Context: an optimization exercise on an open-source flow, tuned for small area, a short achievable clock period and few clock cycles. The choices shown serve that exercise and are no tape-out recipe.
Function was checked by simulation only, so behaviour that the tests miss may differ from the original.
Power and IR drop assume default switching activity.

==> flow/design.v <==
module CHIP (	mem_read_D,
				mem_write_D,
				mem_addr_D,
				mem_rdata_D,
				mem_wdata_D,
				mem_ready_D,
				mem_read_I,
				mem_write_I,
				mem_addr_I,
				mem_rdata_I,
				mem_wdata_I,
				mem_ready_I,
				clk,
				rst_n,
				DCACHE_addr,
				DCACHE_wdata,
				DCACHE_wen
				);
output			mem_read_I;
output			mem_write_I;
output	[31:4]	mem_addr_I;
input	[127:0]	mem_rdata_I;
output	[127:0]	mem_wdata_I;
input			mem_ready_I;
output			mem_read_D;
output			mem_write_D;
output	[31:4]	mem_addr_D;
input	[127:0]	mem_rdata_D;
output	[127:0]	mem_wdata_D;
input			mem_ready_D;
input			clk, rst_n;
output	[29:0]	DCACHE_addr;
output	[31:0]	DCACHE_wdata;
output			DCACHE_wen;
integer i, j;
reg  [13:0] pc;
reg         id_v;              
reg  [31:0] id_ins;
reg  [13:0] id_pc4;
reg         ex_wr, ex_ld, ex_st, ex_beq, ex_jr;
reg  [4:0]  ex_rd;
reg  [31:0] ex_a;              
reg  [31:0] ex_b;              
reg         ex_sub;            
reg         ex_s_add, ex_s_and, ex_s_or, ex_s_xor, ex_s_nor, ex_s_sll, ex_s_srl,
            ex_s_slt, ex_s_link;
reg  [13:0] ex_pc4;
reg  [13:0] ex_bt;             
reg  [13:0] ex_addr;           
reg         w_wr;
reg  [4:0]  w_rd;
reg  [31:0] w_d;               
reg  [13:2] w_addr;            
reg  [31:0] w_sd;              
reg         st_q;              
reg  [31:0] rf [0:31];
reg  [31:0] rf_ok;             
wire        dstall;            
wire        lu;                
wire        redir;             
reg  [127:0] ic_data [0:5];        
reg  [8:0]  ic_tag [0:5];
reg  [5:0]  ic_val;
reg  [1:0]  ic_age [0:5];          
reg         iq_v;                  
reg  [9:0]  iq_line;
reg         ib_busy;               
reg  [9:0]  ib_line;
wire [9:0]  pc_line = pc[13:4];
reg  [9:0]  nx_line;               
reg  [5:0]  ih, inh;               
reg  [5:0]  iv;                    
reg  [5:0]  iv_q;                  
reg  [5:0]  iv_old;
reg  [31:0] if_ins;
reg  [17:0] if_nx;                 
always @(*) begin
	for (i = 0; i < 6; i = i + 1) begin
		ih[i] = ((i / 3) == pc_line[0]) & ic_val[i] & (ic_tag[i] == pc_line[9:1]);
		inh[i] = ((i / 3) == nx_line[0]) & ic_val[i] & (ic_tag[i] == nx_line[9:1]);
		iv_old[i] = ((i / 3) == iq_line[0]) & (ic_age[i] == 2'd2);
	end
	iv = 6'd0;
	if (iq_line[0]) begin
		if (~ic_val[3]) iv[3] = 1'b1;
		else if (~ic_val[4]) iv[4] = 1'b1;
		else if (~ic_val[5]) iv[5] = 1'b1;
		else iv[5:3] = iv_old[5:3];
	end else begin
		if (~ic_val[0]) iv[0] = 1'b1;
		else if (~ic_val[1]) iv[1] = 1'b1;
		else if (~ic_val[2]) iv[2] = 1'b1;
		else iv[2:0] = iv_old[2:0];
	end
	if_ins = 32'd0;
	if_nx = 18'd0;
	for (i = 0; i < 6; i = i + 1) begin
		if_ins = if_ins | ({32{ih[i]}} & ic_data[i][32*pc[3:2] +: 32]);
		case (pc[3:2])
		2'd0: if_nx = if_nx | ({18{ih[i]}} & {ic_data[i][63:58], ic_data[i][43:32]});
		2'd1: if_nx = if_nx | ({18{ih[i]}} & {ic_data[i][95:90], ic_data[i][75:64]});
		default: if_nx = if_nx | ({18{ih[i]}} & {ic_data[i][127:122], ic_data[i][107:96]});
		endcase
	end
end
wire        if_hit = |ih;
wire        ic_nhit = |inh;
wire        ib_fill = ib_busy & mem_ready_I;
wire        i_acc = iq_v & (~ib_busy | mem_ready_I);
wire        iq_pc = iq_v & (iq_line == pc_line);
wire        iq_nx = iq_v & (iq_line == nx_line);
wire        i_have_pc = if_hit | (ib_busy & (ib_line == pc_line)) | (iq_pc & (~ib_busy | mem_ready_I));
wire        i_have_nx = ic_nhit | (ib_busy & (ib_line == nx_line)) | (iq_nx & (~ib_busy | mem_ready_I));
assign mem_read_I = iq_v;
assign mem_addr_I = {18'd0, iq_line};
assign mem_write_I = 1'b0;
assign mem_wdata_I = 128'd0;
reg         i_acc_q;               
reg  [5:0]  iu;
reg  [1:0]  iu_age;
always @(*) begin
	iu = i_acc_q ? iv_q : ih;
	iu_age = 2'd0;
	for (i = 0; i < 6; i = i + 1)
		if (iu[i])
			iu_age = iu_age | ic_age[i];
end
wire        iu_set = i_acc_q ? ib_line[0] : pc_line[0];
always @(posedge clk or negedge rst_n) begin
	if (~rst_n) begin
		ic_val <= 6'd0;
		for (i = 0; i < 6; i = i + 1)
			ic_age[i] <= i % 3;
		ib_busy <= 1'b0;
		iq_v <= 1'b0;
		i_acc_q <= 1'b0;
	end else begin
		i_acc_q <= i_acc;
		ic_val <= (ic_val | ({6{ib_fill}} & iv_q)) & ~({6{i_acc}} & iv);
		if (|iu)
			for (i = 0; i < 6; i = i + 1)
				if ((i / 3) == iu_set) begin
					if (iu[i])
						ic_age[i] <= 2'd0;
					else if (ic_age[i] < iu_age)
						ic_age[i] <= ic_age[i] + 2'd1;
				end
		if (i_acc)
			ib_busy <= 1'b1;
		else if (mem_ready_I)
			ib_busy <= 1'b0;
		iq_v <= ~i_have_pc | ~i_have_nx;
	end
end
always @(posedge clk) begin
	iq_line <= ~i_have_pc ? pc_line : nx_line;
	nx_line <= pc_line + 10'd1;
	if (i_acc) begin
		ib_line <= iq_line;
		iv_q <= iv;
	end
	for (i = 0; i < 6; i = i + 1) begin
		if (i_acc & iv[i])
			ic_tag[i] <= iq_line[9:1];
		if (ib_busy & iv_q[i])
			ic_data[i] <= mem_rdata_I;
	end
end
localparam DN = 2;                 
localparam DNB = 1;                
localparam PF = 1;                 
localparam PFW = 3;                
reg  [31:0] dc_data [0:DN*4-1];    
reg  [9:0]  dc_tag [0:DN-1];
reg  [DN-1:0] dc_val, dc_dirty;
reg  [DNB-1:0] dc_age [0:DN-1];    
reg         dq_rd, dq_wr;          
reg  [9:0]  dq_line;
reg  [127:0] dq_wdata;
reg         wb_pend;               
reg  [9:0]  wb_line;
reg         db_busy;               
reg         db_rd;                 
reg         f_pend;                
reg  [9:0]  f_line;
reg  [DN-1:0] f_oh;                
reg         f_st;                  
reg  [1:0]  f_word;
reg  [31:0] f_data;
reg         f_ld;                  
reg         f_arm;                 
wire [9:0]  m_line = ex_addr[13:4];
wire [1:0]  m_word = ex_addr[3:2];
wire [9:0]  ex_nline = m_line + 10'd1;  
wire        m_mem = ex_ld | ex_st;
reg  [DN-1:0] dh, dnh, v_oh;
reg  [DNB-1:0] h_age;
reg  [31:0] m_cw;
reg  [127:0] v_line;
reg  [9:0]  v_tag;
reg         v_found;
always @(*) begin
	h_age = 0;
	m_cw = 32'd0;
	for (i = 0; i < DN; i = i + 1) begin
		dh[i] = dc_val[i] & (dc_tag[i] == m_line);
		dnh[i] = dc_val[i] & (dc_tag[i] == ex_nline);
		if (dh[i]) h_age = h_age | dc_age[i];
		m_cw = m_cw | ({32{dh[i]}} & dc_data[i*4 + m_word]);
	end
	v_oh = 0;
	v_found = 1'b0;
	for (i = 0; i < DN; i = i + 1)
		if (~v_found & ~dc_val[i]) begin v_oh[i] = 1'b1; v_found = 1'b1; end
	for (i = 0; i < DN; i = i + 1)
		if (~v_found & (dc_age[i] == DN - 1) & ~dh[i]) begin v_oh[i] = 1'b1; v_found = 1'b1; end
	for (i = 0; i < DN; i = i + 1)
		if (~v_found & (dc_age[i] == DN - 2)) begin v_oh[i] = 1'b1; v_found = 1'b1; end
	v_line = 128'd0;
	v_tag = 10'd0;
	for (i = 0; i < DN; i = i + 1) begin
		v_line = v_line | ({128{v_oh[i]}} & {dc_data[i*4+3], dc_data[i*4+2], dc_data[i*4+1], dc_data[i*4]});
		v_tag = v_tag | ({10{v_oh[i]}} & dc_tag[i]);
	end
end
wire        dc_hit_w = |dh;
wire        dc_hit = dc_hit_w;
wire        dc_vdirty = |(v_oh & dc_val & dc_dirty);
wire        d_acc = (dq_rd | dq_wr) & (~db_busy | mem_ready_D);
wire        d_rdy = db_busy & db_rd;   
wire        d_fill = d_rdy & mem_ready_D;
wire        d_conf = f_pend & |(dh & f_oh);
wire        d_hitok = dc_hit & ~d_conf;
wire        d_free = ~f_pend & ~dq_rd & ~dq_wr;
wire        d_issue = d_free & m_mem & ~dc_hit;
wire        d_pf = (PF != 0) & d_free & ex_ld & d_hitok & (m_word >= PFW) & ~(|dnh);
wire        d_req = d_issue | d_pf;
wire        d_fwd = f_arm & mem_ready_D;
wire        d_go_early = ~m_mem | d_hitok | (d_issue & ex_st);
assign      dstall = ~(d_go_early | (f_arm & mem_ready_D));
assign mem_read_D  = dq_rd;
assign mem_write_D = dq_wr;
assign mem_addr_D  = {18'd0, dq_line};
assign mem_wdata_D = dq_wdata;
wire [31:0] m_fw = mem_rdata_D[32*m_word +: 32];
wire        m_stw = ex_st & d_hitok;
reg  [31:0] dw_sd [0:DN-1];        
reg  [DN*4-1:0] dw_st;             
reg  [DN*4-1:0] dw_en;
always @(*) begin
	for (i = 0; i < DN; i = i + 1) begin
		dw_sd[i] = (f_pend & f_oh[i]) ? f_data : ex_b;
		for (j = 0; j < 4; j = j + 1) begin
			dw_st[i*4+j] = (f_pend & f_oh[i]) ? (f_st & (f_word == j)) : (m_word == j);
			dw_en[i*4+j] = (m_stw & dh[i] & (m_word == j)) | (d_rdy & f_oh[i]);
		end
	end
end
wire        dage_upd = d_fill | (m_mem & d_hitok);
reg  [DN-1:0] du;
reg  [DNB-1:0] du_age;
always @(*) begin
	du = d_fill ? f_oh : dh;
	du_age = 0;
	for (i = 0; i < DN; i = i + 1)
		if (du[i]) du_age = du_age | dc_age[i];
end
always @(posedge clk or negedge rst_n) begin
	if (~rst_n) begin
		dc_val <= 0;
		dc_dirty <= 0;
		for (i = 0; i < DN; i = i + 1)
			dc_age[i] <= i;
		dq_rd <= 1'b0;
		dq_wr <= 1'b0;
		wb_pend <= 1'b0;
		db_busy <= 1'b0;
		f_pend <= 1'b0;
		f_ld <= 1'b0;
		f_arm <= 1'b0;
	end else begin
		if (d_acc & dq_rd & f_ld)
			f_arm <= 1'b1;
		else if (mem_ready_D)
			f_arm <= 1'b0;
		if (d_req) begin
			dq_rd <= 1'b1;
			wb_pend <= dc_vdirty;
			f_pend <= 1'b1;
			f_ld <= d_issue & ex_ld;
		end else if (d_acc) begin
			dq_rd <= 1'b0;
			dq_wr <= dq_rd & wb_pend;
			wb_pend <= 1'b0;
		end
		if (d_acc)
			db_busy <= 1'b1;
		else if (mem_ready_D)
			db_busy <= 1'b0;
		if (d_fill) begin
			dc_val <= dc_val | f_oh;
			dc_dirty <= (dc_dirty & ~f_oh) | ({DN{f_st}} & f_oh) | ({DN{m_stw}} & dh);
			f_pend <= 1'b0;
			f_ld <= 1'b0;
		end else if (m_stw)
			dc_dirty <= dc_dirty | dh;
		if (dage_upd)
			for (i = 0; i < DN; i = i + 1) begin
				if (du[i])
					dc_age[i] <= 0;
				else if (dc_age[i] < du_age)
					dc_age[i] <= dc_age[i] + 1'b1;
			end
	end
end
always @(posedge clk) begin
	if (d_acc)
		db_rd <= dq_rd;
	if (d_req) begin
		dq_line <= d_issue ? m_line : ex_nline;
		dq_wdata <= v_line;
		wb_line <= v_tag;
		f_line <= d_issue ? m_line : ex_nline;
		f_oh <= v_oh;
		f_st <= d_issue & ex_st;
		f_word <= m_word;
		f_data <= ex_b;
	end else if (d_acc)
		dq_line <= wb_line;
	for (i = 0; i < DN*4; i = i + 1)
		if (dw_en[i])
			dc_data[i] <= dw_st[i] ? dw_sd[i / 4] : mem_rdata_D[32*(i % 4) +: 32];
	for (i = 0; i < DN; i = i + 1)
		if (d_fill & f_oh[i])
			dc_tag[i] <= f_line;
end
assign DCACHE_wen = st_q;
assign DCACHE_addr = {18'd0, w_addr};
assign DCACHE_wdata = w_sd;
wire        if_j = (if_ins[31:26] == 6'h02) | (if_ins[31:26] == 6'h03);
wire        if_fold = (pc[3:2] != 2'd3) & (if_nx[17:12] == 6'h02);
wire [13:0] pc4 = pc + 14'd4;
wire [5:0]  op = id_ins[31:26];
wire [4:0]  rs = id_ins[25:21];
wire [4:0]  rt = id_ins[20:16];
wire [4:0]  rd = id_ins[15:11];
wire [5:0]  fn = id_ins[5:0];
wire        is_r = (op == 6'h00);
wire        is_nop = (id_ins == 32'd0);
wire        is_jr = is_r & ((fn == 6'h08) | (fn == 6'h09));
wire        is_jalr = is_r & (fn == 6'h09);
wire        is_jal = (op == 6'h03);
wire        is_j = (op == 6'h02);
wire        is_beq = (op == 6'h04);
wire        is_lw = (op == 6'h23);
wire        is_sw = (op == 6'h2B);
wire        d_wr = id_v & ~(is_beq | is_j | (is_r & (fn == 6'h08)) | is_sw | is_nop);
wire [4:0]  d_rd = (is_jal | is_jalr) ? 5'd31 : is_r ? rd : rt;
wire        f_sub  = is_r & (fn == 6'h22);
wire        f_and  = (is_r & (fn == 6'h24)) | (op == 6'h0C);
wire        f_or   = (is_r & (fn == 6'h25)) | (op == 6'h0D);
wire        f_xor  = (is_r & (fn == 6'h26)) | (op == 6'h0E);
wire        f_nor  = is_r & (fn == 6'h1B);
wire        f_sll  = is_r & (fn == 6'h00);
wire        f_srl  = is_r & ((fn == 6'h02) | (fn == 6'h03));
wire        f_slt  = (is_r & (fn == 6'h2A)) | (op == 6'h0A);
wire        f_link = is_jal | is_jalr;
wire        id_sub = f_sub | f_slt;
wire        f_add  = ~(f_sub | f_and | f_or | f_xor | f_nor | f_sll | f_srl | f_slt | f_link | is_lw);
wire        byp_a = w_wr & (w_rd == rs);
wire        byp_b = w_wr & (w_rd == rt);
wire [31:0] rs_oh = (32'd1 << rs) & rf_ok;
wire [31:0] rt_oh = (32'd1 << rt) & rf_ok;
reg  [31:0] rf_ra, rf_rb;
always @(*) begin
	rf_ra = 32'd0;
	rf_rb = 32'd0;
	for (i = 0; i < 32; i = i + 1) begin
		rf_ra = rf_ra | ({32{rs_oh[i]}} & rf[i]);
		rf_rb = rf_rb | ({32{rt_oh[i]}} & rf[i]);
	end
end
wire [31:0] rf_a = byp_a ? w_d : rf_ra;
wire [31:0] rf_b = byp_b ? w_d : rf_rb;
wire        fwd_a = ex_wr & (ex_rd == rs);
wire        fwd_b = ex_wr & (ex_rd == rt);
wire        use_imm = ~is_r & ~is_sw & ~is_beq;
wire [31:0] id_imm = {{16{id_ins[15]}}, id_ins[15:0]};
assign      lu = id_v & (is_lw | is_sw) & ex_wr & (ex_rd == rs);
wire [13:0] id_addr = byp_a ? w_d[13:0] + id_ins[13:0] : rf_ra[13:0] + id_ins[13:0];
wire [31:0] fa = ex_a;
wire [31:0] fb = ex_b;
wire [31:0] o2 = ex_b;
wire [31:0] ad_b = o2 ^ {32{ex_sub}};
reg  [31:0] ad_g, ad_p, ad_s;
integer lv;
always @(*) begin
	ad_g = fa & ad_b;
	ad_p = fa ^ ad_b;
	ad_g[0] = ad_g[0] | (ad_p[0] & ex_sub);
	for (lv = 1; lv < 32; lv = lv * 2)
		for (i = 31; i >= lv; i = i - 1) begin
			ad_g[i] = ad_g[i] | (ad_p[i] & ad_g[i-lv]);
			ad_p[i] = ad_p[i] & ad_p[i-lv];
		end
	ad_s = (fa ^ ad_b) ^ {ad_g[30:0], ex_sub};
end
wire        sh_big = |fb[31:5];
wire [31:0] sh_l = fa << fb[4:0];
wire [31:0] sh_r = fa >> fb[4:0];
wire [31:0] ex_res_c =
	({32{ex_s_add}}  & ad_s) |
	({32{ex_s_and}}  & (fa & o2)) |
	({32{ex_s_or}}   & (fa | o2)) |
	({32{ex_s_xor}}  & (fa ^ o2)) |
	({32{ex_s_nor}}  & ~(fa | o2)) |
	({32{ex_s_sll & ~sh_big}} & sh_l) |
	({32{ex_s_srl & ~sh_big}} & sh_r) |
	({32{ex_s_slt}}  & {31'd0, ~ad_g[31]}) |
	({32{ex_s_link}} & {18'd0, ex_pc4}) |
	({32{ex_ld}}     & m_cw);
wire [31:0] ex_res = ex_res_c | ({32{f_arm}} & m_fw);
wire        ex_taken = (ex_beq & (fa == fb)) | ex_jr;
wire [13:0] ex_tgt = ex_jr ? fa[13:0] : ex_bt;
assign      redir = ex_taken & ~dstall;
wire        id_hold = dstall | lu;
always @(posedge clk or negedge rst_n) begin
	if (~rst_n) begin
		pc <= 14'd0;
		id_v <= 1'b0;
		ex_wr <= 1'b0; ex_ld <= 1'b0; ex_st <= 1'b0; ex_beq <= 1'b0; ex_jr <= 1'b0;
		w_wr <= 1'b0;
		st_q <= 1'b0;
		rf_ok <= 32'd0;
	end else begin
		if (redir) begin
			pc <= ex_tgt;
			id_v <= 1'b0;
		end else if (~id_hold) begin
			if (if_hit) begin
				pc <= if_j ? {if_ins[11:0], 2'b00} : if_fold ? {if_nx[11:0], 2'b00} : pc4;
				id_v <= 1'b1;
			end else
				id_v <= 1'b0;
		end
		if (~dstall) begin
			if (lu | redir) begin
				ex_wr <= 1'b0; ex_ld <= 1'b0; ex_st <= 1'b0; ex_beq <= 1'b0; ex_jr <= 1'b0;
			end else begin
				ex_wr <= d_wr;
				ex_ld <= id_v & is_lw;
				ex_st <= id_v & is_sw;
				ex_beq <= id_v & is_beq;
				ex_jr <= id_v & is_jr;
			end
		end
		if (~dstall)
			w_wr <= ex_wr;
		st_q <= ~dstall & ex_st;
		if (w_wr)
			rf_ok[w_rd] <= 1'b1;
	end
end
always @(posedge clk) begin
	if (~id_hold & ~redir & if_hit) begin
		id_ins <= if_ins;
		id_pc4 <= pc4;
	end
	if (~dstall) begin
		ex_rd <= d_rd;
		ex_a <= ({32{fwd_a}} & ex_res) | ({32{~fwd_a}} & rf_a);
		ex_b <= ({32{use_imm}} & id_imm) | ({32{~use_imm & fwd_b}} & ex_res) | ({32{~use_imm & ~fwd_b}} & rf_b);
		ex_sub <= id_sub;
		ex_s_add <= f_add | f_sub;
		ex_s_and <= f_and;
		ex_s_or <= f_or;
		ex_s_xor <= f_xor;
		ex_s_nor <= f_nor;
		ex_s_sll <= f_sll;
		ex_s_srl <= f_srl;
		ex_s_slt <= f_slt;
		ex_s_link <= f_link;
		ex_pc4 <= id_pc4;
		ex_bt <= id_pc4 + {id_ins[11:0], 2'b00};
		ex_addr <= id_addr;
		w_rd <= ex_rd;
		w_d <= ex_res;
		w_addr <= ex_addr[13:2];
		w_sd <= ex_b;
	end
	if (w_wr)
		rf[w_rd] <= w_d;
end
endmodule
==> flow/flow/run.sh <==
#!/bin/bash
# Layout flow: the standard ORFS flow (standard.sh, standard synthesis
# unchanged; config.mk's settings come in through config.mk), with three
# layout settings changed:
#  - timing repair aims for 8 ns of setup slack, so it keeps sizing and
#    buffering the critical paths well below the 12 ns clock period;
#  - cell sizing may swap cells of any footprint (the platform default only
#    allows swaps between cells of the same footprint);
#  - the port buffers are sky130_fd_sc_hd__buf_2 instead of delay buffers.
# make's full output goes to flow_make.log; every ORFS step also keeps its own
# log under orfs/logs/.
set -euo pipefail
cd "$(dirname "$0")/.."
bash standard.sh \
  SETUP_SLACK_MARGIN=8.0 \
  MATCH_CELL_FOOTPRINT=0 \
  "BUFFER_PORTS_ARGS=-buffer_cell sky130_fd_sc_hd__buf_2" \
  finish > flow_make.log 2>&1
==> flow/standard.sh <==
#!/bin/bash
# synth_recipe.tcl (not shown) runs the flow's synth.tcl, then flattens the netlist and writes it again
# the make line also repeats each setting of config.mk as NAME=value (left out here)
make -C /OpenROAD-flow-scripts/flow DESIGN_CONFIG=/design/flow/config.mk WORK_HOME=/design/flow/orfs CLKGATE_MAP_FILE= SYNTH_SCRIPT=/design/flow/synth_recipe.tcl "${@:-finish}"
==> flow/config.mk <==
export PLATFORM = sky130hd
export DESIGN_NAME = CHIP
export DESIGN_NICKNAME = CHIP
export VERILOG_FILES = /design/flow/design.v
export SDC_FILE = /design/flow/constraint.sdc
export NUM_CORES = 8
export LEC_CHECK = 0
export CAP_MARGIN = 20
export CORE_MARGIN = 2
export CORE_UTILIZATION = 60
export CTS_BUF_LIST = sky130_fd_sc_hd__clkbuf_16
export CTS_CLUSTER_DIAMETER = 80
export CTS_CLUSTER_SIZE = 20
export SLEW_MARGIN = 20
export TNS_END_PERCENT = 20
==> flow/constraint.sdc <==
create_clock -name core_clock -period 12.0 [get_ports {clk}]
set_input_delay 2.4000 -clock core_clock [delete_from_list [all_inputs] [get_ports {clk}]]
set_output_delay 2.4000 -clock core_clock [all_outputs]
set_load 0.01 [all_outputs]
==> results of run 1 <==
[sequential cells by signal, indices dropped and copies added, names as in the netlist, 54 cells and up]
| name | flops |
|---|---|
| dc_data | 256 |
| dq_wdata | 128 |
| rf | 1024 |
| ic_tag | 54 |
| ic_data | 768 |
[cell usage after synthesis (all sizes together) (44+ instances only)]
library cell and instances:
nor4 65, a222oi 75, xor2 164, dfrtp 83
a21o 61, inv 253, o22ai 53, nand4 194
mux2 46, edfxtp 2578, ha 140, nor2 494
a21oi 562, o211ai 44, mux2i 189, a221oi 209
o21ai 253, a22o 370, and3 83, nand3 133
mux4 309, nand2 229, nor3 62, xnor2 137
a22oi 644, clkbuf 474, o221ai 47, buf 359
[cell type report]
cell class,instances,area [um2],area share
Antenna cell,64,160.2,0.001165
Clock buffer,160,4004,0.02913
Clock inverter,73,699.4,0.005088
Inverter,256,989.7,0.007200
Multi-Input combinational cell,5158,41360,0.3009
Sequential cell,2686,80040,0.5823
Tap cell,2688,3363,0.02447
Timing Repair Buffer,886,6835,0.04973
[how the worst min path moves through the flow]
stage,slack [ps],startpoint,end
2_1_floorplan,400,id_pc4[0]$_DFFE_PP_,ex_bt[0]$_DFFE_PN_
3_3_place_gp,420,f_line[9]$_DFFE_PN_,dc_tag[0][9]$_DFFE_PP_
3_5_place_dp,410,id_pc4[1]$_DFFE_PP_,ex_bt[1]$_DFFE_PN_
4_1_cts,420,id_pc4[1]$_DFFE_PP_,ex_bt[1]$_DFFE_PN_
5_1_grt,440,id_pc4[1]$_DFFE_PP_,ex_bt[1]$_DFFE_PN_
6_report,430,id_pc4[1]$_DFFE_PP_,ex_bt[1]$_DFFE_PN_
[power by group through the flow]
stage,Clock [uW],Combinational [uW],Sequential (uW)
after floorplan,0,2870,11900
after global placement,0,3760,12100
after detailed placement,0,3840,12200
after CTS,5740,3980,11900
after global routing,6040,4420,12000
final,5740,4130,11900
[kinds of logic (layout without fill, tap and decap cells)]
kind of cell | after synthesis | in the layout | synth area share
DFF | 2686 | 2686 | 0.6449
AOI/OAI and AO/OA | 2499 | 2501 | 0.1436
and+or+nand+nor | 1482 | 1487 | 0.05970
buffers and inverters | 1089 | 1375 | 0.04036
muxes | 544 | 544 | 0.07553
xor gates and xnor gates | 301 | 301 | 0.02149
adders and majority gates | 142 | 142 | 0.01444
other | 1 | 247 | 0.00003022
[layer usage]
layer,wire length (um),vias up,GRT usage
met5,1697,-,0.02090
met2,196700,9098,0.6159
met4,38330,95,0.2593
met3,78170,2596,0.1939
met1,163800,45380,0.5798
li1,-,35560,-
[critical path, cell delays in order, from the launching register on]
cell and delay [ps]:
edfxtp_1 370, buf_4 140, buf_4 130, nor2b_4 460, and3_4 450, buf_8 330, a22oi_1 150, nand4_1 140
nor4_4 80, a21oi_2 290, ha_1 270, nand2b_1 170, a21oi_2 80, a211o_1 320, a21boi_4 210, o21a_1 190
a21oi_1 90, xnor2_1 130
[layout by cell type, fill, tap and decap left out, types with 31 or more instances in the layout]
master / count
edfxtp_1: 2578
a22oi_1: 643
a21oi_1: 542
nor2_1: 457
buf_2: 454
a22o_1: 370
buf_4: 310
mux4_2: 309
inv_1: 279
nand2_1: 226
o21ai_0: 221
a221oi_1: 195
nand4_1: 194
mux2i_1: 188
conb_1: 183
clkbuf_16: 183
xor2_1: 163
xnor2_1: 133
ha_1: 128
nand3_1: 123
dfrtp_1: 77
a222oi_1: 75
diode_2: 64
a21o_1: 60
nor4_1: 58
nor3_1: 55
o22ai_1: 53
buf_12: 49
o221ai_1: 46
o211ai_1: 44
nand2b_1: 42
nor2b_1: 39
and3_4: 37
mux2_2: 35
nor2_4: 35
a211oi_1: 31
[per-stage QoR]
step	cell area [um2]	util	instances	setup slack, ps	power, uW
after floorplan	124800	-	8926	7325	14780
after global placement	128600	0.6271	11430	6845	15870
after detailed placement	128600	0.6272	11430	6745	15990
after CTS	136000	0.6635	11830	7810	21660
after global routing	137400	0.6700	11930	7727	22430
final	137500	0.6705	11970	7688	21780
[timing repair]
| action | in CTS | in global routing |
|---|---|---|
| endpoints found under the hold margin | 0 | 0 |
| hold buffers | 0 | 0 |
| pin swaps | 55 | 49 |
| setup endpoints to repair | 583 | 408 |
| cloned | 27 | 4 |
| buffers inserted | 137 | 65 |
| gates resized for setup | 252 | 107 |
==> results_dict.tcl, run 1 <==
set metrics [dict create \
    clock_power_share 0.264 \
    routabilityCongestion 0.9649 \
    dominantRegCellSynth "edfxtp_1" \
    cp_startpoint_kind "flop" \
    netlist_top_cells_area "edfxtp_1 (62%), mux4_2 (5.6%), a22oi_1 (3.9%), a22o_1 (2.6%), a21oi_1 (2.3%)" \
    power_leakage_uw 0.04777 \
    detailed_router_iteration_count_before_antenna_repair 17 \
    via_count_of_the_first_global_routing_pass 86830 \
    worst_hold_depth 0 \
    synth_edf_count 2578 \
    synth_area_um2 124100 \
    routed_wirelength_um 478700 \
    routedWlPerCell_um 39.99 \
    synth.distinct_cells 104 \
    power.switching_fraction 0.2846 \
    antenna_violations_before_repair 68 \
    power_density_nw_per_um2 158.5 \
    layout.nets 9549 \
    starting_density 0.6053 \
    critPathRequiredTime_ps 12600 \
    rr_startpoint "id_ins[24]$_DFFE_PP_" \
    slew_viol_final 0 \
    ant_nets 0 \
    final.period_utilization 0.3594 \
    vdd_ir_drop_max_uv 200.9 \
    arrival_time_of_data_at_the_critical_path_endpoint_ps 4920 \
    worst_clock_skew_ps 78.85 \
    post_route_cells_drive_above_1_share 0.1869 \
    rr_worst_depth 17 \
    syn_to_final_growth_pct 10.77 \
    critical_path.startpoint "id_ins[24]$_DFFE_PP_" \
    whs_ps 425.0 \
    worstSkewPairLatency_ps 910 \
    design.die.area_um2 210500 \
    run_status "timing/DRC/antenna clean" \
    numCtsBuffers 159 \
    tritoncts_clock_tree "done" \
    postSynth.asyncResetShare 0.03276 \
    globalRoute.totalOverflow 0 \
    fillers 14430 \
    drcViolationCount 0 \
    ctsRootBufferMaster "clkbuf_16" \
    portBuffers 455 \
    hold_path_class "flop to flop" \
    chipHeight_um 458.8 \
    yosys_register_bits 2686 \
    final-setup-viol-count 0 \
    grt_start_max_net_pins 160 \
    endpoint "ex_addr[13]$_DFFE_PN_" \
    num_vias 92730 \
    register_area_share_after_synthesis 0.6449 \
    core_um2 205000 \
    fmaxAchievable_mhz 231.9 \
    global_route.usage.total 0.4442 \
    critical_path.max_fanout 17 \
    cts.clk_slew.worst_paths_ps 80 \
    placementRows 166 \
    cts-root-to-sink-buffers 3 \
    htree_num_levels 4 \
    io_pins 639 \
    timing.setup.critical_path_class "flop to flop" \
    grt_pass1_wl_um 657900 \
    synthesis.area_per_instance_um2 14.19 \
    timing.critical_path.to_type "flop" \
    maxCapViolations 0 \
    avgViaCountPerCell 7.746 \
    internal_power_uw 15580 \
    netlist_instances 8744 \
    transition_time_at_the_pin_with_the_least_slew_margin_ps 1240 \
    switchingPower_uw 6199 \
    timing.setup.tns_ps 0 \
    yosys.area.top_type "edfxtp_1" \
    min_period_ps 4312 \
    slew_headroom 0.1730 \
    grt_setup_unrepaired "yes" \
    hold_viol 0 \
    clkSinkCount 2686 \
    r2r_end "ex_addr[13]$_DFFE_PN_" \
    power_frac_comb 0.189 \
    detail_route.iter0.violations 21130 \
    warning_count_from_the_yosys_run 8 \
    ff2ff_setup_slack_ps 7690 \
    power_frac_seq 0.547 \
    fp.dieW_um 458.8 \
    synth.top_cell.area_share 0.6238 \
    post-dp-hpwl_um 261100 \
]
Testbench counts, summed over its fixed seeds: cycles 76,405.
==> run 2, diff against run 1 <==
--- a/flow/design.v
+++ b/flow/design.v
@@ -38,6 +38,8 @@
 reg  [31:0] id_ins;
 reg  [13:0] id_pc4;
 reg         ex_wr, ex_ld, ex_st, ex_beq, ex_jr;
+reg         id_rp, ex_rp;      
+reg  [13:0] ras;               
 reg  [4:0]  ex_rd;
 reg  [31:0] ex_a;              
 reg  [31:0] ex_b;              
@@ -94,14 +96,12 @@
 	end
 	if_ins = 32'd0;
 	if_nx = 18'd0;
-	for (i = 0; i < 6; i = i + 1) begin
-		if_ins = if_ins | ({32{ih[i]}} & ic_data[i][32*pc[3:2] +: 32]);
-		case (pc[3:2])
-		2'd0: if_nx = if_nx | ({18{ih[i]}} & {ic_data[i][63:58], ic_data[i][43:32]});
-		2'd1: if_nx = if_nx | ({18{ih[i]}} & {ic_data[i][95:90], ic_data[i][75:64]});
-		default: if_nx = if_nx | ({18{ih[i]}} & {ic_data[i][127:122], ic_data[i][107:96]});
-		endcase
-	end
+	for (i = 0; i < 6; i = i + 1)
+		for (j = 0; j < 4; j = j + 1) begin
+			if_ins = if_ins | ({32{ih[i] & (pc[3:2] == j)}} & ic_data[i][32*j +: 32]);
+			if (j < 3)
+				if_nx = if_nx | ({18{ih[i] & (pc[3:2] == j)}} & {ic_data[i][32*j+63 -: 6], ic_data[i][32*j+43 -: 12]});
+		end
 end
 wire        if_hit = |ih;
 wire        ic_nhit = |inh;
@@ -339,6 +339,8 @@
 assign DCACHE_wdata = w_sd;
 wire        if_j = (if_ins[31:26] == 6'h02) | (if_ins[31:26] == 6'h03);
 wire        if_fold = (pc[3:2] != 2'd3) & (if_nx[17:12] == 6'h02);
+wire        if_link = (if_ins[31:26] == 6'h03) | ((if_ins[31:26] == 6'h00) & (if_ins[5:0] == 6'h09));
+wire        if_ret = (if_ins[31:26] == 6'h00) & (if_ins[5:0] == 6'h08) & (if_ins[25:21] == 5'd31);
 wire [13:0] pc4 = pc + 14'd4;
 wire [5:0]  op = id_ins[31:26];
 wire [4:0]  rs = id_ins[25:21];
@@ -386,7 +388,7 @@
 wire        fwd_b = ex_wr & (ex_rd == rt);
 wire        use_imm = ~is_r & ~is_sw & ~is_beq;
 wire [31:0] id_imm = {{16{id_ins[15]}}, id_ins[15:0]};
-assign      lu = id_v & (is_lw | is_sw) & ex_wr & (ex_rd == rs);
+assign      lu = id_v & (((is_lw | is_sw) & ex_wr & (ex_rd == rs)) | (f_arm & (fwd_a | fwd_b)));
 wire [13:0] id_addr = byp_a ? w_d[13:0] + id_ins[13:0] : rf_ra[13:0] + id_ins[13:0];
 wire [31:0] fa = ex_a;
 wire [31:0] fb = ex_b;
@@ -420,7 +422,7 @@
 	({32{ex_s_link}} & {18'd0, ex_pc4}) |
 	({32{ex_ld}}     & m_cw);
 wire [31:0] ex_res = ex_res_c | ({32{f_arm}} & m_fw);
-wire        ex_taken = (ex_beq & (fa == fb)) | ex_jr;
+wire        ex_taken = (ex_beq & (fa == fb)) | (ex_jr & ~(ex_rp & (fa[13:0] == ex_pc4)));
 wire [13:0] ex_tgt = ex_jr ? fa[13:0] : ex_bt;
 assign      redir = ex_taken & ~dstall;
 wire        id_hold = dstall | lu;
@@ -429,6 +431,8 @@
 		pc <= 14'd0;
 		id_v <= 1'b0;
 		ex_wr <= 1'b0; ex_ld <= 1'b0; ex_st <= 1'b0; ex_beq <= 1'b0; ex_jr <= 1'b0;
+		id_rp <= 1'b0; ex_rp <= 1'b0;
+		ras <= 14'd0;
 		w_wr <= 1'b0;
 		st_q <= 1'b0;
 		rf_ok <= 32'd0;
@@ -438,8 +442,11 @@
 			id_v <= 1'b0;
 		end else if (~id_hold) begin
 			if (if_hit) begin
-				pc <= if_j ? {if_ins[11:0], 2'b00} : if_fold ? {if_nx[11:0], 2'b00} : pc4;
+				pc <= if_j ? {if_ins[11:0], 2'b00} : if_ret ? ras : if_fold ? {if_nx[11:0], 2'b00} : pc4;
 				id_v <= 1'b1;
+				id_rp <= if_ret;
+				if (if_link)
+					ras <= pc4;
 			end else
 				id_v <= 1'b0;
 		end
@@ -452,6 +459,7 @@
 				ex_st <= id_v & is_sw;
 				ex_beq <= id_v & is_beq;
 				ex_jr <= id_v & is_jr;
+				ex_rp <= id_rp;
 			end
 		end
 		if (~dstall)
@@ -464,12 +472,12 @@
 always @(posedge clk) begin
 	if (~id_hold & ~redir & if_hit) begin
 		id_ins <= if_ins;
-		id_pc4 <= pc4;
+		id_pc4 <= if_ret ? ras : pc4;
 	end
 	if (~dstall) begin
 		ex_rd <= d_rd;
-		ex_a <= ({32{fwd_a}} & ex_res) | ({32{~fwd_a}} & rf_a);
-		ex_b <= ({32{use_imm}} & id_imm) | ({32{~use_imm & fwd_b}} & ex_res) | ({32{~use_imm & ~fwd_b}} & rf_b);
+		ex_a <= ({32{fwd_a}} & ex_res_c) | ({32{~fwd_a}} & rf_a);
+		ex_b <= ({32{use_imm}} & id_imm) | ({32{~use_imm & fwd_b}} & ex_res_c) | ({32{~use_imm & ~fwd_b}} & rf_b);
 		ex_sub <= id_sub;
 		ex_s_add <= f_add | f_sub;
 		ex_s_and <= f_and;
==> run 2 against run 1 <==
Wire length is 10% higher; core utilization up 1.1 points; final area up 2.8%; critical path depth is the same; flip-flop and latch count grew 16; total power fell by 7.6%; synthesized cell count is 5.9% higher; worst hold slack improved by 7.0 ps; die area up 0.95%; largest cell class unchanged; largest power group unchanged.
==> results_dict.tcl, run 2 <==
set metrics [dict create \
    design.die.area_um2 212500 \
    post_route_cells_drive_above_1_share 0.1863 \
    yosys.area.top_type "edfxtp_1" \
    grt_pass1_wl_um 715500 \
    fmaxAchievable_mhz 207.9 \
    tritoncts_clock_tree "done" \
    cp_startpoint_kind "flop" \
    synth.distinct_cells 101 \
    grt_start_max_net_pins 183 \
    critical_path.slowest_cell "edfxtp_1" \
    hold_path_class "flop to flop" \
    worstSkewPairLatency_ps 910 \
    ctsRootBufferMaster "clkbuf_16" \
    postLayoutSetupSlackWorst_ps 7190 \
    cell_types_with_the_highest_counts_after_synthesis "edfxtp_1 (2,578), a22oi_1 (818), clkbuf_1 (547), nand2_1 (543), nor2_1 (502)" \
    min_period_ps 4810 \
    avgViaCountPerCell 7.873 \
    cp_num_cells 17 \
    layout.nets 10200 \
    critPathRequiredTime_ps 12600 \
    cts_hold_buffers 0 \
    mostFrequentLayoutCells "edfxtp_1 (2,578), a22oi_1 (815), nand2_1 (538)" \
    numCtsBuffers 160 \
    worst_clock_skew_ps 72.14 \
    hold_start "f_line[8]$_DFFE_PN_" \
    power_frac_seq 0.587 \
    grt_setup_unrepaired "yes" \
    detailed_router_iteration_count_before_antenna_repair 14 \
    dpl_cell_area_um2 130200 \
    syn_to_final_growth_pct 12.82 \
    transition_time_at_the_pin_with_the_least_slew_margin_ps 1256 \
    synth.top_cell.area_share 0.6179 \
    cts-root-to-sink-buffers 3 \
    globalRoute.totalOverflow 0 \
    rr_startpoint "id_ins[23]$_DFFE_PP_" \
    fillers 14570 \
    post-place-ws_ps 6029 \
    register_area_share_after_synthesis 0.6419 \
    final_util 0.6819 \
    starting_density 0.6044 \
    slew_viol_final 0 \
    cts.clk_slew.worst_paths_ps 80 \
    placementRows 167 \
    global_route.usage.total 0.4820 \
    final_common_cell "edfxtp_1" \
    largest_reg_by_ff_count "rf" \
    fin_area_um2 141300 \
    post-dp-hpwl_um 294300 \
    clkSinkCount 2702 \
    chipHeight_um 461.0 \
    maxCapViolations 0 \
    critPathMaxStageDelay_ps 520 \
    synthesis.area_per_instance_um2 13.53 \
    r2r_end "ex_addr[13]$_DFFE_PN_" \
    core_um2 207300 \
    routedWlPerCell_um 41.55 \
    largest_reg_flops 1024 \
    timing.setup.tns_ps 0 \
    internal_power_uw 14620 \
    num_vias 99980 \
    htree_num_levels 4 \
    rr_worst_depth 17 \
    detail_route.iter0.violations 21860 \
    timing.setup.critical_path_class "flop to flop" \
    fp.dieW_um 461.0 \
    final.period_utilization 0.4008 \
    crit_chain "buf_6 > nor2b_4 > and3_4 > buf_12 > a22o_1 > a221oi_2 > nand4_1 > a2111oi_2 > buf_4 > a21oi_1 > ha_1 > and3_1 > a211o_1 > o41a_1 > a211o_1 > a21oi_2 > xnor2_1" \
    timing.critical_path.max_delay_family "compound AO/OA/AOI/OAI gates" \
    vdd_ir_drop_max_uv 220.5 \
    crit_top_cell "a211o_1" \
    hold_viol 0 \
    routabilityCongestion 1.025 \
    synthMostInstantiatedCell "edfxtp_1" \
    io_pins 639 \
    slew_headroom 0.1628 \
    run_status "timing/DRC/antenna clean" \
    critical_path.startpoint "id_ins[23]$_DFFE_PP_" \
    clock_power_share 0.292 \
    antenna_violations_before_repair 61 \
    power.switching_fraction 0.2734 \
    yosys_register_bits 2702 \
    path_buf_inv 3 \
    ff2ff_setup_slack_ps 7190 \
    timing.critical_path.to_type "flop" \
    netlist_instances 9263 \
    ant_nets 0 \
    reg_top3 "rf x1024, ic_data x768, dc_data x256" \
    power_leakage_uw 0.04950 \
    warning_count_from_the_yosys_run 8 \
    dominantRegCellSynth "edfxtp_1" \
    critical_path.max_fanout 21 \
    power_density_nw_per_um2 142.3 \
    routed_wirelength_um 527700 \
    switchingPower_uw 5502 \
    via_count_of_the_first_global_routing_pass 93720 \
    arrival_time_of_data_at_the_critical_path_endpoint_ps 5410 \
    endpoint "ex_addr[13]$_DFFE_PN_" \
    final-setup-viol-count 0 \
    power_frac_comb 0.121 \
    postSynth.asyncResetShare 0.03849 \
    netlist_top_cells_area "edfxtp_1 (62%), a22oi_1 (4.9%), a22o_1 (2.8%), a221oi_1 (2.1%), mux4_2 (2.0%)" \
    drcViolationCount 0 \
    synth_area_um2 125300 \
    synth_edf_count 2578 \
    portBuffers 455 \
]
==> run 2: cell types whose count changed after synthesis, sizes merged, moves of 39 or more <==
| cell | delta |
|---|---|
| nand2 | +315 |
| mux4 | -198 |
| a22oi | +174 |
| a21oi | -128 |
| nand4 | +118 |
| inv | -116 |
| nor4 | +95 |
| a221oi | +88 |
| clkbuf | +74 |
| mux2 | +58 |
| o21ai | -51 |
| xnor2 | +48 |
| o211ai | +44 |
| a2111oi | +39 |
==> run 2: worst min path at each step <==
stage	to	slack, ps	cells past startpoint
finish	dc_tag[0][8]$_DFFE_PP_	430	0
global route	ex_bt[1]$_DFFE_PN_	440	0
CTS	ex_bt[1]$_DFFE_PN_	430	0
detailed placement	ex_bt[1]$_DFFE_PN_	410	0
global placement	ex_bt[0]$_DFFE_PN_	410	0
floorplan	ex_bt[0]$_DFFE_PN_	400	0
==> run 2: power by group through the flow <==
| stage | clock network, uW | registers (uW) | logic (uW) |
|---|---|---|---|
| 2_1_floorplan | 0 | 11800 | 1360 |
| 3_3_place_gp | 0 | 12000 | 2080 |
| 3_5_place_dp | 0 | 12000 | 2130 |
| 4_1_cts | 5820 | 11800 | 2240 |
| 5_1_grt | 6130 | 11800 | 2560 |
| 6_report | 5870 | 11800 | 2440 |
==> run 2: timing repair <==
action / 4_1_cts / 5_1_grt
pin swaps: 81 / 55
buffers inserted: 229 / 88
endpoints found under the setup margin: 757 / 556
cloned: 35 / 9
gates resized for setup: 434 / 126
==> run 2: metal layers <==
metal,track usage,part of all wire
met3,0.1909,0.17
met5,0.005511,0.0011
met1,0.6123,0.33
met2,0.6748,0.41
met4,0.3378,0.094
==> run 2: through the flow <==
stage               hold slack [ps]  instances  total power, uW
floorplan                     400.3       9445            13180
finish                        432.0      12700            20120
global route                  444.8      12680            20530
CTS                           431.4      12550            19880
global placement              405.1      12050            14110
detailed placement            411.6      12050            14160
==> run 2: cell type report <==
type	instances	area [um2]	share of cell area
clock inverter	77	858.3	0.006072
clock buffer	160	4004	0.02833
multi-input combinational	5732	43020	0.3044
sequential	2702	80440	0.5691
timing repair buffer	1062	8889	0.06288
antenna	39	97.59	0.0006905
tap	2788	3488	0.02468
inverter	140	551.8	0.003904
==> run 2: worst register-to-register path, stage by stage (launching register included) <==
cell and delay [ps]:
edfxtp_1 520, buf_6 180, nor2b_4 160, and3_4 180, buf_12 170, a22o_1 320
a221oi_2 210, nand4_1 160, a2111oi_2 440, buf_4 220, a21oi_1 100, ha_1 380
and3_1 180, a211o_1 320, o41a_1 390, a211o_1 360, a21oi_2 160, xnor2_1 80
==> run 2: cells by family after synthesis <==
| family | share of synthesized area |
|---|---|
| DFF | 0.6419 |
| xor gates and xnor gates | 0.02338 |
| AOI/OAI and AO/OA | 0.1577 |
| buffers and inverters | 0.03780 |
| other | 0.00002993 |
| muxes | 0.04310 |
| and+or+nand+nor | 0.08164 |
| adders and majority gates | 0.01440 |
Testbench counts of run 2, summed over its fixed seeds: cycles 76,391.
==> run 3, diff against run 2 <==
--- a/flow/design.v
+++ b/flow/design.v
@@ -37,6 +37,7 @@
 reg         id_v;              
 reg  [31:0] id_ins;
 reg  [13:0] id_pc4;
+reg  [31:0] id_rs_oh, id_rt_oh;  
 reg         ex_wr, ex_ld, ex_st, ex_beq, ex_jr;
 reg         id_rp, ex_rp;      
 reg  [13:0] ras;               
@@ -189,6 +190,7 @@
 reg  [31:0] f_data;
 reg         f_ld;                  
 reg         f_arm;                 
+reg         d_req_q;               
 wire [9:0]  m_line = ex_addr[13:4];
 wire [1:0]  m_word = ex_addr[3:2];
 wire [9:0]  ex_nline = m_line + 10'd1;  
@@ -219,8 +221,8 @@
 	v_line = 128'd0;
 	v_tag = 10'd0;
 	for (i = 0; i < DN; i = i + 1) begin
-		v_line = v_line | ({128{v_oh[i]}} & {dc_data[i*4+3], dc_data[i*4+2], dc_data[i*4+1], dc_data[i*4]});
-		v_tag = v_tag | ({10{v_oh[i]}} & dc_tag[i]);
+		v_line = v_line | ({128{f_oh[i]}} & {dc_data[i*4+3], dc_data[i*4+2], dc_data[i*4+1], dc_data[i*4]});
+		v_tag = v_tag | ({10{f_oh[i]}} & dc_tag[i]);
 	end
 end
 wire        dc_hit_w = |dh;
@@ -278,7 +280,9 @@
 		f_pend <= 1'b0;
 		f_ld <= 1'b0;
 		f_arm <= 1'b0;
+		d_req_q <= 1'b0;
 	end else begin
+		d_req_q <= d_req;
 		if (d_acc & dq_rd & f_ld)
 			f_arm <= 1'b1;
 		else if (mem_ready_D)
@@ -316,17 +320,19 @@
 always @(posedge clk) begin
 	if (d_acc)
 		db_rd <= dq_rd;
-	if (d_req) begin
-		dq_line <= d_issue ? m_line : ex_nline;
+	if (d_req_q) begin
 		dq_wdata <= v_line;
 		wb_line <= v_tag;
+	end
+	if (d_req) begin
+		dq_line <= d_issue ? m_line : ex_nline;
 		f_line <= d_issue ? m_line : ex_nline;
 		f_oh <= v_oh;
 		f_st <= d_issue & ex_st;
 		f_word <= m_word;
 		f_data <= ex_b;
 	end else if (d_acc)
-		dq_line <= wb_line;
+		dq_line <= d_req_q ? v_tag : wb_line;
 	for (i = 0; i < DN*4; i = i + 1)
 		if (dw_en[i])
 			dc_data[i] <= dw_st[i] ? dw_sd[i / 4] : mem_rdata_D[32*(i % 4) +: 32];
@@ -371,8 +377,8 @@
 wire        f_add  = ~(f_sub | f_and | f_or | f_xor | f_nor | f_sll | f_srl | f_slt | f_link | is_lw);
 wire        byp_a = w_wr & (w_rd == rs);
 wire        byp_b = w_wr & (w_rd == rt);
-wire [31:0] rs_oh = (32'd1 << rs) & rf_ok;
-wire [31:0] rt_oh = (32'd1 << rt) & rf_ok;
+wire [31:0] rs_oh = id_rs_oh & rf_ok;
+wire [31:0] rt_oh = id_rt_oh & rf_ok;
 reg  [31:0] rf_ra, rf_rb;
 always @(*) begin
 	rf_ra = 32'd0;
@@ -472,6 +478,8 @@
 always @(posedge clk) begin
 	if (~id_hold & ~redir & if_hit) begin
 		id_ins <= if_ins;
+		id_rs_oh <= 32'd1 << if_ins[25:21];
+		id_rt_oh <= 32'd1 << if_ins[20:16];
 		id_pc4 <= if_ret ? ras : pc4;
 	end
 	if (~dstall) begin
==> run 3 against run 2 <==
Register-to-register slack better by 450 ps; clock-buffer cell count grew 6; critical path depth is 4 lower; fmax is 10% higher; total power rose by 13%; cell count down 2.6%; largest power group unchanged; sequential share of layout area is 2.7 points higher; clock power about the same; critical path type unchanged; still clean; wire length down 5.6%; synthesized cell count shrank 1.0%; non-clock buffer count is 285 lower.
==> results_dict.tcl, run 3 <==
set metrics [dict create \
    largest_reg_by_ff_count "rf" \
    numCtsBuffers 163 \
    synth_edf_count 2632 \
    detail_route.iter0.violations 20580 \
    cts.clk_slew.worst_paths_ps 90 \
    clkSinkCount 2767 \
    mostFrequentLayoutCells "edfxtp_1 (2,632), a22oi_1 (1,015), nor2_1 (560)" \
    grt_start_max_net_pins 108 \
    starting_density 0.6025 \
    power_leakage_uw 0.04803 \
    cts_hold_buffers 0 \
    postSynth.asyncResetShare 0.03795 \
    final-setup-viol-count 0 \
    core_um2 209200 \
    num_vias 95650 \
    min_period_ps 4356 \
    detailed_router_iteration_count_before_antenna_repair 29 \
    routed_wirelength_um 497900 \
    critical_path.max_fanout 32 \
    portBuffers 455 \
    arrival_time_of_data_at_the_critical_path_endpoint_ps 4920 \
    final_common_cell "edfxtp_1" \
    timing.setup.tns_ps 0 \
    timing.critical_path.to_type "flop" \
    syn_to_final_growth_pct 9.648 \
    ctsRootBufferMaster "clkbuf_16" \
    worstSkewPairLatency_ps 890 \
    synthesis.area_per_instance_um2 13.75 \
    run_status "timing/DRC/antenna clean" \
    post_route_cells_drive_above_1_share 0.1529 \
    routedWlPerCell_um 40.24 \
    power_density_nw_per_um2 164.2 \
    multi_input_area_um2 41080 \
    netlist_instances 9166 \
    largest_reg_flops 1024 \
    design.die.area_um2 213700 \
    yosys.area.top_type "edfxtp_1" \
    synth_area_um2 126000 \
    fp.dieW_um 462.3 \
    yosys_register_bits 2767 \
    global_route.usage.total 0.4539 \
    fillers 15170 \
    final-seq-area_um2 82310 \
    drcViolationCount 0 \
    avgViaCountPerCell 7.730 \
    chipHeight_um 462.3 \
    synth.top_cell.area_share 0.6273 \
    reg_top3 "rf x1024, ic_data x768, dc_data x256" \
    dominantRegCellSynth "edfxtp_1" \
    whs_ps 446.3 \
    via_count_of_the_first_global_routing_pass 89480 \
    htree_num_levels 4 \
    slew_viol_final 0 \
    warning_count_from_the_yosys_run 8 \
    vdd_ir_drop_max_uv 163.4 \
    ff2ff_setup_slack_ps 7640 \
    grt_setup_unrepaired "yes" \
    cell_types_with_the_highest_counts_after_synthesis "edfxtp_1 (2,632), a22oi_1 (1,015), nor2_1 (596), clkbuf_1 (477), a21oi_1 (411)" \
    synth.distinct_cells 94 \
    placementRows 168 \
    cts-root-to-sink-buffers 3 \
    netlist_top_cells_area "edfxtp_1 (63%), a22oi_1 (6.0%), a22o_1 (2.8%), a221oi_1 (2.0%), dfrtp_1 (2.0%)" \
    register_area_share_after_synthesis 0.6529 \
    maxCapViolations 0 \
    crit_chain "and2_4 > buf_4 > a22o_1 > a221oi_1 > nand4_1 > nor3_1 > a31oi_2 > ha_1 > o21ai_0 > a31oi_4 > a211o_1 > a21oi_2 > xnor2_2" \
    routabilityCongestion 0.9885 \
    slew_headroom 0.2117 \
    grt_pass1_wl_um 678900 \
    synthMostInstantiatedCell "edfxtp_1" \
    worst_clock_skew_ps 65.06 \
    critical_path.slowest_cell "o21ai_0" \
    timing.critical_path.max_delay_family "compound AO/OA/AOI/OAI gates" \
    ant_nets 0 \
    layout.nets 9855 \
    io_pins 639 \
    critPathMaxStageDelay_ps 440 \
    path_buf_inv 1 \
    fmaxAchievable_mhz 229.6 \
    antenna_violations_before_repair 52 \
    final.period_utilization 0.3630 \
    transition_time_at_the_pin_with_the_least_slew_margin_ps 1182 \
    cp_startpoint_kind "flop" \
    critPathRequiredTime_ps 12560 \
    timing.setup.critical_path_class "flop to flop" \
    post-dp-hpwl_um 287600 \
    hold_path_class "flop to flop" \
    hold_viol 0 \
    tritoncts_clock_tree "done" \
    globalRoute.totalOverflow 0 \
]
## run 3: logic make-up after synthesis
logic type	after synthesis	share of synthesized area
buf+inv	1024	0.03772
compound gates	2729	0.1587
other cells	1	0.00002976
xor+xnor	321	0.02231
fa+ha+maj	143	0.01432
flops	2767	0.6529
simple gates	1799	0.07186
mux	382	0.04210
## run 3: path summary, 6_finish.rpt
path	end	depth (start not counted)	start
worst max-delay path	ex_addr[13]$_DFFE_PN_	13	rf_ok[4]$_DFFE_PN0P_
worst min-delay path	ex_bt[0]$_DFFE_PN_	0	id_pc4[0]$_DFFE_PP_
worst max register to register	ex_addr[13]$_DFFE_PN_	13	rf_ok[4]$_DFFE_PN0P_
worst min register to register	ex_bt[0]$_DFFE_PN_	0	id_pc4[0]$_DFFE_PP_
max in group asynchronous	pc[5]$_DFFE_PN0P_	2	rst_n
min in group asynchronous	d_req_q$_DFF_PN0_	1	rst_n
## run 3: layout make-up
| cell class | instances | area share |
|---|---|---|
| timing repair buffer | 777 | 0.04048 |
| inverter | 182 | 0.005108 |
| clock inverter | 80 | 0.005189 |
| multi-input combinational | 5561 | 0.2974 |
| clock buffer | 166 | 0.03007 |
| antenna | 35 | 0.0006339 |
| tap | 2805 | 0.02540 |
| sequential | 2767 | 0.5958 |
## run 3: repair_timing
item | in CTS | in global routing
buffers inserted | 40 | 42
cloned | 6 | 5
pin swaps | 16 | 26
resized for setup | 194 | 104
endpoints found under the setup margin | 497 | 411
## run 3: routing by layer
| layer | track usage | routed length, um | vias to the layer above |
|---|---|---|---|
| met5 | 0.001810 | 344 | - |
| met4 | 0.3001 | 44700 | 42 |
| met3 | 0.1559 | 79100 | 2549 |
| met2 | 0.6505 | 208100 | 9707 |
| met1 | 0.5885 | 165700 | 46440 |
| li1 | - | - | 36900 |
## run 3: stage by stage
step / worst slack (ps) / util / total power [uW] / instances / cell area [um2]
CTS: 7819 / 0.6558 / 22450 / 12290 / 137200
global route: 7705 / 0.6603 / 23280 / 12350 / 138100
finish: 7644 / 0.6606 / 22690 / 12370 / 138200
detailed placement: 5978 / 0.6262 / 16720 / 11990 / 131000
floorplan: 5625 / - / 15090 / 9348 / 126700
global placement: 6046 / 0.6261 / 16640 / 11990 / 130900
## run 3: worst reg2reg max path: stages, from the launching register on
cell and delay, ps:
dfrtp_1 410, and2_4 160, buf_4 410, a22o_1 380, a221oi_1 310, nand4_1 150
nor3_1 330, a31oi_2 250, ha_1 440, o21ai_0 440, a31oi_4 80, a211o_1 360
a21oi_2 200, xnor2_2 130
## run 3: where the power goes
part           leakage (uW)  switching [uW]  internal [uW]
Clock               0.00251            3240           2650
Sequential           0.0263             751          11700
Combinational        0.0192            2850           1480
Testbench counts of run 3, summed over its fixed seeds: cycles 76,391.
==> run 4, diff against run 3 <==
--- a/flow/config.mk
+++ b/flow/config.mk
@@ -7,9 +7,10 @@
 export LEC_CHECK = 0
 export CAP_MARGIN = 20
 export CORE_MARGIN = 2
-export CORE_UTILIZATION = 60
+export CORE_UTILIZATION = 70
 export CTS_BUF_LIST = sky130_fd_sc_hd__clkbuf_16
 export CTS_CLUSTER_DIAMETER = 80
 export CTS_CLUSTER_SIZE = 20
+export PLACE_DENSITY = 0.75
 export SLEW_MARGIN = 20
 export TNS_END_PERCENT = 20
==> run 4 against run 3 <==
Still clean on timing, DRC and antenna; total power up 0.42%; wire length down 0.11%; sequential power about the same; cell count down 2.3%; fmax down 0.26%; area after synthesis unchanged; critical path depth up 1; synthesized cell count unchanged; die area down 14%; sequential share of layout area down 0.36 points; non-clock buffer count up 140; clock power down 3%.
==> results_dict.tcl, run 4 <==
set metrics [dict create \
    routabilityCongestion 1.027 \
    starting_density 0.7054 \
    warning_count_from_the_yosys_run 8 \
    ant_nets 0 \
    yosys_register_bits 2767 \
    endpoint "ras[12]$_DFFE_PN0P_" \
    min_period_ps 4367 \
    detailed_router_iteration_count_before_antenna_repair 17 \
    yosys.area.top_type "edfxtp_1" \
    largest_reg_by_ff_count "rf" \
    antenna_violations_before_repair 77 \
    cts.clk_slew.worst_paths_ps 90 \
    rr_worst_depth 14 \
    post-dp-hpwl_um 275400 \
    run_status "timing/DRC/antenna clean" \
    critical_path.startpoint "pc[11]$_DFFE_PN0P_" \
    tritoncts_clock_tree "done" \
    hold_path_class "flop to flop" \
    r2r_end "ras[12]$_DFFE_PN0P_" \
    final-setup-viol-count 0 \
    maxCapViolations 0 \
    register_area_share_after_synthesis 0.6529 \
    largest_reg_flops 1024 \
    slew_viol_final 0 \
    numCtsBuffers 160 \
    path_buf_inv 5 \
    fp.dieW_um 428.3 \
    via_count_of_the_first_global_routing_pass 93020 \
    synth.top_cell.area_share 0.6273 \
    cts-root-to-sink-buffers 3 \
    drcViolationCount 0 \
    power_density_nw_per_um2 163.9 \
    vdd_ir_drop_max_uv 169.7 \
    timing.setup.critical_path_class "flop to flop" \
    routed_wirelength_um 497400 \
    mostFrequentLayoutCells "edfxtp_1 (2,632), a22oi_1 (1,008), nor2_1 (560)" \
    worst_clock_skew_ps 50.34 \
    detail_route.iter0.violations 25060 \
    critPathRequiredTime_ps 12750 \
    netlist_instances 9166 \
    whs_ps 445.2 \
    timing.critical_path.max_delay_family "simple AND/OR/NAND/NOR gates" \
    arrival_time_of_data_at_the_critical_path_endpoint_ps 5120 \
    critical_path.slowest_cell "or4_4" \
    cell_types_with_the_highest_counts_after_synthesis "edfxtp_1 (2,632), a22oi_1 (1,015), nor2_1 (596), clkbuf_1 (477), a21oi_1 (411)" \
    cp_startpoint_kind "flop" \
    fin_area_um2 139000 \
    final_util 0.7782 \
    clkSinkCount 2767 \
    critPathMaxStageDelay_ps 620 \
    htree_num_levels 4 \
    crit_chain "buf_6 > xor2_2 > or4_4 > buf_6 > nor4_4 > buf_4 > buf_8 > a22oi_1 > and3_1 > nand4_1 > nor3_4 > buf_4 > a21oi_2 > mux2_2" \
    chipHeight_um 428.3 \
    final_common_cell "edfxtp_1" \
    netlist_top_cells_area "edfxtp_1 (63%), a22oi_1 (6.0%), a22o_1 (2.8%), a221oi_1 (2.0%), dfrtp_1 (2.0%)" \
    routedWlPerCell_um 41.16 \
    placementRows 155 \
    critical_path.max_fanout 10 \
    design.die.area_um2 183400 \
    synth.distinct_cells 94 \
    cp_num_cells 14 \
    fmaxAchievable_mhz 229.0 \
    synthesis.area_per_instance_um2 13.75 \
    io_pins 639 \
    layout.nets 9994 \
    synthMostInstantiatedCell "edfxtp_1" \
    grt_start_max_net_pins 163 \
    final.period_utilization 0.3639 \
    timing.setup.tns_ps 0 \
    synth_area_um2 126000 \
    dominantRegCellSynth "edfxtp_1" \
    worstSkewPairLatency_ps 890 \
    ctsRootBufferMaster "clkbuf_16" \
    fillers 10250 \
    transition_time_at_the_pin_with_the_least_slew_margin_ps 1362 \
    rr_startpoint "pc[11]$_DFFE_PN0P_" \
    power_leakage_uw 0.04884 \
    postSynth.asyncResetShare 0.03795 \
    cts_hold_buffers 0 \
    avgViaCountPerCell 8.275 \
    post_route_cells_drive_above_1_share 0.1651 \
    global_route.usage.total 0.5151 \
    hold_viol 0 \
    grt_pass1_wl_um 670900 \
    slew_headroom 0.08773 \
    syn_to_final_growth_pct 10.31 \
    globalRoute.totalOverflow 0 \
    timing.critical_path.to_type "flop" \
    core_um2 178600 \
    portBuffers 455 \
    synth_edf_count 2632 \
    ff2ff_setup_slack_ps 7630 \
    reg_top3 "rf x1024, ic_data x768, dc_data x256" \
    num_vias 100000 \
    dpl_cell_area_um2 130300 \
    grt_setup_unrepaired "yes" \
]
[run 4: what timing repair did]
item,4_1_cts,5_1_grt
pin swaps,27,56
resized for setup,184,171
setup endpoints to repair,546,475
gates cloned,11,20
buffers inserted,71,136
[run 4: layout make-up]
cell class	count	area, um2	area share
diodes	62	155.1	0.001116
clock buffers	161	4029	0.02899
clock inverters	79	599.3	0.004312
inverters	182	709.4	0.005104
multi-input cells	5561	41210	0.2965
flip-flops and latches	2767	82310	0.5922
well taps	2355	2947	0.02120
repair buffers	917	7024	0.05054
repair inverters	2	12.51	0.00009002
[run 4: how the worst min path moves through the flow]
| stage | start | endpoint | slack, ps | cells past startpoint |
|---|---|---|---|---|
| after global placement | id_pc4[1]$_DFFE_PP_ | ex_bt[1]$_DFFE_PN_ | 400 | 0 |
| after global routing | f_line[9]$_DFFE_PN_ | dc_tag[1][9]$_DFFE_PP_ | 460 | 0 |
| after detailed placement | f_line[8]$_DFFE_PN_ | dc_tag[1][8]$_DFFE_PP_ | 430 | 0 |
| after CTS | f_line[8]$_DFFE_PN_ | dc_tag[0][8]$_DFFE_PP_ | 450 | 0 |
| final | f_line[9]$_DFFE_PN_ | dc_tag[1][9]$_DFFE_PP_ | 450 | 0 |
| after floorplan | id_pc4[0]$_DFFE_PP_ | ex_bt[0]$_DFFE_PN_ | 400 | 0 |
[run 4: cell families after synthesis]
group,after synthesis,share of synthesized area
AO/OA/AOI/OAI,2729,0.1587
XOR/XNOR,321,0.02231
adder cells (fa/ha/maj),143,0.01432
buffers and inverters,1024,0.03772
flip-flops,2767,0.6529
multiplexers,382,0.04210
other,1,0.00002976
AND/OR/NAND/NOR,1799,0.07186
[run 4: metal layers]
layer	share of wire	GRT usage	up-vias
li1	-	-	37220
met1	0.30	0.6313	46860
met2	0.40	0.7121	12210
met3	0.18	0.2251	3662
met4	0.11	0.4101	58
met5	0.0015	0.01353	-
[run 4: report_power, final]
| group | switching (uW) | total (uW) | internal, uW | leakage [uW] |
|---|---|---|---|---|
| registers | 810 | 12500 | 11700 | 0.0263 |
| logic | 2920 | 4540 | 1630 | 0.0201 |
| clock network | 3210 | 5700 | 2490 | 0.00244 |
| total | 6930 | 22800 | 15900 | 0.0488 |
[run 4: through the flow]
step / setup WS [ps] / power (uW) / std cells
final: 7633 / 22790 / 12090
after CTS: 7718 / 22160 / 11860
after detailed placement: 6538 / 16640 / 11540
after global routing: 7632 / 23260 / 12060
after floorplan: 5625 / 15090 / 9348
after global placement: 6659 / 16530 / 11540

==> separate check: timing with driven ports <==
The flow's constraints put no driver on any port. The routed layouts listed below were extracted and timed again, unchanged, in two steps.
Step 1, drivers: a clkbuf_16 drives clk and a buf_2 each remaining input, both assumed.
Step 2 moves the port delays by t, midway between the first and last clock arrival at a register: inputs arrive t later, outputs are due t later. That takes back most of the time a late clock gives input paths.
Slacks: ideal ports / drivers / drivers and shift; pairs: ideal ports / drivers.
run	t (ns)	setup WS [ns]	latest minus earliest clock arrival (ns)	worst register clock-pin slew, ns	cell pins on the clock port's net
run 1	0.981	7.688 / 7.688 / 7.022	0.082 / 0.082	0.09 / 0.09	1
run 2	0.985	7.190 / 7.190 / 7.190	0.073 / 0.072	0.09 / 0.09	1
run 3	0.958	7.644 / 7.644 / 7.217	0.075 / 0.075	0.09 / 0.09	1
run 4	0.969	7.633 / 7.633 / 7.087	0.053 / 0.052	0.09 / 0.09	1
After both steps every run listed still meets setup and hold. The setup slack of run 1, which loses most, moves by 0.000 ns with the drivers and by -0.666 ns with both steps.
